This is an optimization exercise on Yosys and OpenROAD, whose aim is small area, not a production implementation. Where RTL was checked, it was by simulation tests only, not by an equivalence proof against the original. The clock input has no modelled driver; a real chip could not lean on it and would need a root buffer or a full tree. Power figures rest on the tool's default switching activity, not on a simulated workload.

==> job 5616: inputs <==
==> flow/design.v <==
`timescale 1ns/1ps
module top (
  input clk_i,
  input rst_ni,
  input uart_rx_i,
  output uart_tx_o,
  output LED_R,
  output LED_G,
  output LED_B
);
localparam logic [6:0] BT_END  = 7'b0000001;
localparam logic [6:0] BT_BIT  = 7'b0000011;   
localparam logic [6:0] BT_HALF = 7'b0100110;   
function automatic logic [6:0] bt_next(input logic [6:0] x);
  bt_next = {x[5:0], x[6] ^ x[5] ^ x[1] ^ x[0]};
endfunction
logic [2:0] sync;
always_ff @(posedge clk_i or negedge rst_ni) begin
  if (!rst_ni) sync <= 3'b0;
  else         sync <= {sync[1:0], uart_rx_i};
end
localparam logic [1:0] R_IDLE = 2'd0, R_START = 2'd1, R_DATA = 2'd2, R_STOP = 2'd3;
logic [1:0] rstate;
logic [6:0] rcnt;
logic [2:0] rbit;
logic [7:0] rdata;
logic       rzero, offer, wpulse;
assign rzero  = (rcnt == BT_END);
assign offer  = !rstate[1] && (rbit == 3'd6);
assign wpulse = !rstate[1] && (rbit == 3'd7);
always_ff @(posedge clk_i or negedge rst_ni) begin
  if (!rst_ni) begin
    rstate <= R_IDLE;
    rbit   <= 3'd0;
  end else begin
    case (rstate)
      R_IDLE:  if (sync[2:1] == 2'b10) rstate <= R_START;
      R_START: if (rzero) rstate <= (sync[2:1] == 2'b00) ? R_DATA : R_IDLE;
      R_DATA:  if (rzero && rbit == 3'd7) rstate <= R_STOP;
      R_STOP:  if (rzero) rstate <= R_IDLE;
    endcase
    if (rstate == R_STOP) begin
      if (rzero) rbit <= 3'd4;
    end else if (rstate == R_DATA) begin
      if (rzero) rbit <= rbit + 3'd1;
    end else if (rbit != 3'd0) begin
      rbit <= rbit + 3'd1;
    end
  end
end
always_ff @(posedge clk_i) begin
  if (rstate == R_IDLE) rcnt <= BT_HALF;
  else                  rcnt <= bt_next(rcnt);
  if (rstate == R_DATA && rzero) rdata <= {sync[2], rdata[7:1]};
end
logic [2:0] led;
always_ff @(posedge clk_i or negedge rst_ni) begin
  if (!rst_ni)    led <= 3'b0;
  else if (offer) led <= rdata[2:0];
end
assign LED_R = led[2];
assign LED_G = led[1];
assign LED_B = led[0];
logic [7:0] ring [0:15];
logic [3:0] wdist, rdist;
logic same, lastw, full, empty, commit, load, ins, wvalid, tstart;
assign same   = (wdist == rdist);
assign full   = same && lastw;
assign empty  = same && !lastw;
assign commit = wpulse && !full;
assign ins    = wvalid && (wdist == 4'd1) && !(lastw && tstart);
always_ff @(posedge clk_i) begin
  ring[0] <= ins ? rdata : ring[15];
  for (int i = 1; i < 16; i++) ring[i] <= ring[i-1];
end
always_ff @(posedge clk_i or negedge rst_ni) begin
  if (!rst_ni) begin
    wdist  <= 4'd0;
    rdist  <= 4'd0;
    lastw  <= 1'b0;
    wvalid <= 1'b0;
  end else begin
    if (commit) wvalid <= 1'b1;
    else if (rstate == R_DATA && rzero) wvalid <= 1'b0;
    if (commit)    lastw <= 1'b1;
    else if (load) lastw <= 1'b0;
    if (!commit) wdist <= wdist - 4'd1;
    if (!load)   rdist <= rdist - 4'd1;
  end
end
logic tbusy, tready;
logic [9:0] tsr;
logic [6:0] tcnt;
logic tzero, tlast;
assign tzero = (tcnt == BT_END);
assign tlast = (tsr[9:1] == 9'd0);
assign load  = tready && !tbusy;
always_ff @(posedge clk_i) begin
  if (tbusy && tzero)                tsr[9:1] <= {1'b0, tsr[9:2]};
  else if (tstart && rdist == 4'd1)  tsr[9:1] <= {1'b1, ring[15]};
  if (!tbusy) tcnt <= BT_BIT;
  else        tcnt <= bt_next(tcnt);
end
always_ff @(posedge clk_i or negedge rst_ni) begin
  if (!rst_ni) begin
    tbusy  <= 1'b0;
    tstart <= 1'b0;
    tready <= 1'b0;
    tsr[0] <= 1'b1;
  end else begin
    tready <= !empty && !tbusy;
    if (!tbusy) begin
      if (load) begin
        tbusy  <= 1'b1;
        tstart <= 1'b1;
        tsr[0] <= 1'b0;
      end
    end else if (tzero) begin
      tstart <= 1'b0;
      if (tlast) tbusy  <= 1'b0;
      else       tsr[0] <= tsr[1];
    end
  end
end
assign uart_tx_o = tsr[0];
endmodule
==> flow/flow/run.sh <==
#!/bin/bash
# Standard ORFS layout, except that the clock tree is a small hand-built one
# (flow/clock_tree.tcl) instead of TritonCTS's.
set -e
here=$(pwd)
cp -r "$FLOW_HOME/scripts" "$here/scripts"
python3 - "$here/scripts/cts.tcl" "$here/flow/clock_tree.tcl" <<'PY'
import sys
p, tree = sys.argv[1], sys.argv[2]
s = open(p).read()
old = "log_cmd clock_tree_synthesis {*}$cts_args"
assert old in s
s = s.replace(old, "source " + tree)
open(p, "w").write(s)
PY
export CT_LEAVES=9 BUFFER_PORTS_ARGS="-buffer_cell sky130_fd_sc_hd__buf_1"
bash standard.sh SCRIPTS_DIR="$here/scripts" finish > standard.log 2>&1
==> flow/flow/clock_tree.tcl <==
# Small clock tree in place of TritonCTS: one root buffer driving a few leaf
# buffers, each at the centre of a group of flip-flops. The groups come from
# recursive bisection of the flip-flop positions, so they are of equal size.
proc my_ct_split {sinks k} {
  if {$k <= 1} { return [list $sinks] }
  set xs {}; set ys {}
  foreach s $sinks { lappend xs [lindex $s 1]; lappend ys [lindex $s 2] }
  set xs [lsort -real $xs]; set ys [lsort -real $ys]
  set dx [expr {[lindex $xs end] - [lindex $xs 0]}]
  set dy [expr {[lindex $ys end] - [lindex $ys 0]}]
  set idx [expr {$dx >= $dy ? 1 : 2}]
  set sorted [lsort -real -index $idx $sinks]
  set k1 [expr {$k / 2}]
  set n1 [expr {int(round([llength $sinks] * double($k1) / $k))}]
  return [concat [my_ct_split [lrange $sorted 0 [expr {$n1 - 1}]] $k1] \
                 [my_ct_split [lrange $sorted $n1 end] [expr {$k - $k1}]]]
}
proc my_clock_tree {} {
  set nleaf [expr {[info exists ::env(CT_LEAVES)] ? $::env(CT_LEAVES) : 8}]
  set leafcell [expr {[info exists ::env(CT_LEAF_CELL)] ? $::env(CT_LEAF_CELL) : "sky130_fd_sc_hd__clkbuf_8"}]
  set rootcell [expr {[info exists ::env(CT_ROOT_CELL)] ? $::env(CT_ROOT_CELL) : "sky130_fd_sc_hd__clkbuf_16"}]
  set db [ord::get_db]
  set block [ord::get_db_block]
  set clk [$block findNet clk_i]
  set sinks {}
  foreach it [$clk getITerms] {
    set bb [[$it getInst] getBBox]
    lappend sinks [list $it [expr {([$bb xMin] + [$bb xMax]) / 2.0}] [expr {([$bb yMin] + [$bb yMax]) / 2.0}]]
  }
  puts "my_clock_tree: [llength $sinks] sinks, $nleaf leaves"
  set groups [my_ct_split $sinks $nleaf]
  set root [odb::dbInst_create $block [$db findMaster $rootcell] clkbuf_root]
  set rnet [odb::dbNet_create $block clknet_root]
  $rnet setSigType CLOCK
  [$root findITerm A] connect $clk
  [$root findITerm X] connect $rnet
  set rx 0.0; set ry 0.0
  set k 0
  foreach g $groups {
    set sx 0.0; set sy 0.0
    foreach s $g { set sx [expr {$sx + [lindex $s 1]}]; set sy [expr {$sy + [lindex $s 2]}] }
    set cx [expr {$sx / [llength $g]}]; set cy [expr {$sy / [llength $g]}]
    set rx [expr {$rx + $cx}]; set ry [expr {$ry + $cy}]
    set inst [odb::dbInst_create $block [$db findMaster $leafcell] clkbuf_leaf_$k]
    set net [odb::dbNet_create $block clknet_leaf_$k]
    $net setSigType CLOCK
    [$inst findITerm A] connect $rnet
    [$inst findITerm X] connect $net
    $inst setLocation [expr {int($cx)}] [expr {int($cy)}]
    $inst setPlacementStatus PLACED
    foreach s $g {
      set it [lindex $s 0]
      $it disconnect
      $it connect $net
    }
    puts "my_clock_tree: leaf $k drives [llength $g] sinks"
    incr k
  }
  $root setLocation [expr {int($rx / $k)}] [expr {int($ry / $k)}]
  $root setPlacementStatus PLACED
  set_propagated_clock [all_clocks]
}
my_clock_tree
==> flow/standard.sh <==
#!/bin/bash
# synth_recipe.tcl (not shown) runs the flow's synth.tcl, then flattens the netlist and writes it again
# the make line also repeats each setting of config.mk as NAME=value (left out here)
make -C /OpenROAD-flow-scripts/flow DESIGN_CONFIG=/design/flow/config.mk WORK_HOME=/design/flow/orfs CLKGATE_MAP_FILE= SYNTH_SCRIPT=/design/flow/synth_recipe.tcl "${@:-finish}"
==> flow/config.mk <==
export PLATFORM = sky130hd
export DESIGN_NAME = top
export DESIGN_NICKNAME = top
export VERILOG_FILES = /design/flow/design.v
export SDC_FILE = /design/flow/constraint.sdc
export NUM_CORES = 4
export LEC_CHECK = 0
export ABC_AREA = 1
export CAP_MARGIN = 20
export CORE_MARGIN = 2
export CORE_UTILIZATION = 85
export SLEW_MARGIN = 20
==> flow/constraint.sdc <==
create_clock -name core_clock -period 10.0 [get_ports {clk_i}]
set_input_delay 2.0000 -clock core_clock [delete_from_list [all_inputs] [get_ports {clk_i}]]
set_output_delay 2.0000 -clock core_clock [all_outputs]
set_load 0.01 [all_outputs]
==> job 2281 (differences from job 5616) <==
CORE_UTILIZATION = 70   (was 85)
==> job 645 (differences from job 5616) <==
--- a/flow/design.v
+++ b/flow/design.v
@@ -9,9 +9,9 @@
   output LED_B
 );
-localparam logic [6:0] BT_END  = 7'b0000001;
-localparam logic [6:0] BT_BIT  = 7'b0000011;   
-localparam logic [6:0] BT_HALF = 7'b0100110;   
-function automatic logic [6:0] bt_next(input logic [6:0] x);
-  bt_next = {x[5:0], x[6] ^ x[5] ^ x[1] ^ x[0]};
+localparam logic [6:0] LF_END = 7'b0000001;
+localparam logic [6:0] LF_104 = 7'b0111100;   
+localparam logic [6:0] LF_52  = 7'b1101011;   
+function automatic logic [6:0] lf_next(input logic [6:0] x);
+  lf_next = {x[5:0], x[6] ^ x[5]};
 endfunction
 logic [2:0] sync;
@@ -26,5 +26,5 @@
 logic [7:0] rdata;
 logic       rzero, offer, wpulse;
-assign rzero  = (rcnt == BT_END);
+assign rzero  = (rcnt == LF_END);
 assign offer  = !rstate[1] && (rbit == 3'd6);
 assign wpulse = !rstate[1] && (rbit == 3'd7);
@@ -50,6 +50,7 @@
 end
 always_ff @(posedge clk_i) begin
-  if (rstate == R_IDLE) rcnt <= BT_HALF;
-  else                  rcnt <= bt_next(rcnt);
+  if (rstate == R_IDLE) rcnt <= LF_52;
+  else if (rzero)       rcnt <= LF_104;
+  else                  rcnt <= lf_next(rcnt);
   if (rstate == R_DATA && rzero) rdata <= {sync[2], rdata[7:1]};
 end
@@ -64,10 +65,10 @@
 logic [7:0] ring [0:15];
 logic [3:0] wdist, rdist;
-logic same, lastw, full, empty, commit, load, ins, wvalid, tstart;
+logic same, lastw, full, empty, commit, load, ins, wvalid, startbit;
 assign same   = (wdist == rdist);
 assign full   = same && lastw;
 assign empty  = same && !lastw;
 assign commit = wpulse && !full;
-assign ins    = wvalid && (wdist == 4'd1) && !(lastw && tstart);
+assign ins    = wvalid && (wdist == 4'd1) && !(full && startbit);
 always_ff @(posedge clk_i) begin
   ring[0] <= ins ? rdata : ring[15];
@@ -89,38 +90,37 @@
   end
 end
-logic tbusy, tready;
-logic [9:0] tsr;
+logic tbusy, tready, txo;
+logic [7:0] tbyte;
 logic [6:0] tcnt;
-logic tzero, tlast;
-assign tzero = (tcnt == BT_END);
-assign tlast = (tsr[9:1] == 9'd0);
-assign load  = tready && !tbusy;
+logic [3:0] tbit;
+logic tzero;
+assign tzero    = (tcnt == LF_END);
+assign load     = tready && !tbusy;
+assign startbit = tbusy && (tbit == 4'd0);
 always_ff @(posedge clk_i) begin
-  if (tbusy && tzero)                tsr[9:1] <= {1'b0, tsr[9:2]};
-  else if (tstart && rdist == 4'd1)  tsr[9:1] <= {1'b1, ring[15]};
-  if (!tbusy) tcnt <= BT_BIT;
-  else        tcnt <= bt_next(tcnt);
+  if (startbit && rdist == 4'd1) tbyte <= ring[15];
+  if (!tbusy || tzero) tcnt <= LF_104;
+  else                 tcnt <= lf_next(tcnt);
+  if (!tbusy)     tbit <= 4'd0;
+  else if (tzero) tbit <= tbit + 4'd1;
 end
 always_ff @(posedge clk_i or negedge rst_ni) begin
   if (!rst_ni) begin
     tbusy  <= 1'b0;
-    tstart <= 1'b0;
     tready <= 1'b0;
-    tsr[0] <= 1'b1;
+    txo    <= 1'b1;
   end else begin
     tready <= !empty && !tbusy;
     if (!tbusy) begin
       if (load) begin
-        tbusy  <= 1'b1;
-        tstart <= 1'b1;
-        tsr[0] <= 1'b0;
+        tbusy <= 1'b1;
+        txo   <= 1'b0;
       end
     end else if (tzero) begin
-      tstart <= 1'b0;
-      if (tlast) tbusy  <= 1'b0;
-      else       tsr[0] <= tsr[1];
+      txo <= tbit[3] ? 1'b1 : tbyte[tbit[2:0]];
+      if (tbit == 4'd9) tbusy <= 1'b0;
     end
   end
 end
-assign uart_tx_o = tsr[0];
+assign uart_tx_o = txo;
 endmodule
==> flow/run.sh (new file) <==
#!/bin/bash
# synth_recipe.tcl (not shown) runs the flow's synth.tcl, then flattens the netlist and writes it again
# the make line also repeats each setting of config.mk as NAME=value (left out here)
make -C /OpenROAD-flow-scripts/flow DESIGN_CONFIG=/design/flow/config.mk WORK_HOME=/design/flow/orfs CLKGATE_MAP_FILE= SYNTH_SCRIPT=/design/flow/synth_recipe.tcl finish
CORE_UTILIZATION = 60   (was 85)
CTS_BUF_LIST = sky130_fd_sc_hd__clkbuf_8   (was default)
CTS_CLUSTER_DIAMETER = 100   (was default)
CTS_CLUSTER_SIZE = 40   (was default)
removed: flow/flow/run.sh
removed: flow/flow/clock_tree.tcl
removed: flow/standard.sh
==> run summary <==
| quantity | job 645 | job 5616 | job 2281 |
|---|---|---|---|
| Worst slack, placed | 6.640 ns | 7.336 ns | 7.346 ns |
| Total power divided by cell area | 302.5 nW/µm² | 314.4 nW/µm² | 289.7 nW/µm² |
| Worst Slack Setup Final | 6.502 ns | 6.902 ns | 6.953 ns |
| FMAX | 0.2859 GHz | 0.3228 GHz | 0.3282 GHz |
| Sequential share of the synthesized area | 0.7756 | 0.7802 | 0.7802 |
| Transition time at the pin with the least slew margin | 0.9818 ns | 0.7940 ns | 0.6463 ns |
| Total nets after synthesis | 427 | 412 | 412 |
| Stage delay of the slowest cell on the critical path | 0.55 ns | 0.56 ns | 0.54 ns |
| Fraction of registers with async set or reset after synthesis | 0.1290 | 0.1359 | 0.1359 |
| Run status | timing/DRC/antenna clean | timing/DRC/antenna clean | timing/DRC/antenna clean |
| Number of global-route vias before repair | 2595 | 3066 | 2359 |
| Met3 global-route usage | 0.04769 | 0.04333 | 0.01754 |
| Net switching power | 540.5 µW | 558.6 µW | 441.9 µW |
| Reg2Reg Depth | 4 | 4 | 6 |
| Register-to-register setup slack | 7.99 ns | 7.87 ns | 8.29 ns |
| Area occupied by multi-input gates | 1011 µm² | 920.9 µm² | 920.9 µm² |
| Seq_cells | 186 | 184 | 184 |
| Global-route usage over all layers | 0.1611 | 0.3667 | 0.1782 |
| Metal2 WL | 3013 µm | 5816 µm | 3056 µm |
| Non-clock inverter count in the final layout | 38 | 42 | 42 |
| Die area | 9364 µm² | 6622 µm² | 7967 µm² |
| Area growth from synthesis to layout | 11.73% | 4.721% | 5.311% |
| Total length of routed met3 wires | 162 µm | 738 µm | 188 µm |
No functional check of the RTL was part of job 645. The clock cells of job 5616 and job 2281 come from the design's own scripts or RTL, not from TritonCTS.

## port drivers added, routing unchanged
No port has a modelled driver above. Below, the same layouts with a new extraction and two added sets of constraints.
Step 1 assumes that a clkbuf_16 drives the clock port and a buf_2 every other input.
Step 2, shift: input delay + t, output delay - t, t = (earliest + latest rising clock arrival at the registers) / 2. This alone moves slack from input paths to output paths.
a / b / c = ideal / step 1 / step 2; a / b = the first two.
run	t, ns	slack for setup (ns)	latest minus earliest clock arrival (ns)	slew at the worst register clock pin (ns)
job 5616	0.390	6.902 / 6.867 / 7.257	0.018 / 0.018	0.12 / 0.12
job 2281	0.384	6.953 / 6.920 / 7.304	0.012 / 0.012	0.11 / 0.11
job 645	0.462	6.502 / 6.468 / 6.930	0.015 / 0.015	0.11 / 0.11
After both steps setup and hold are still met in every run listed.
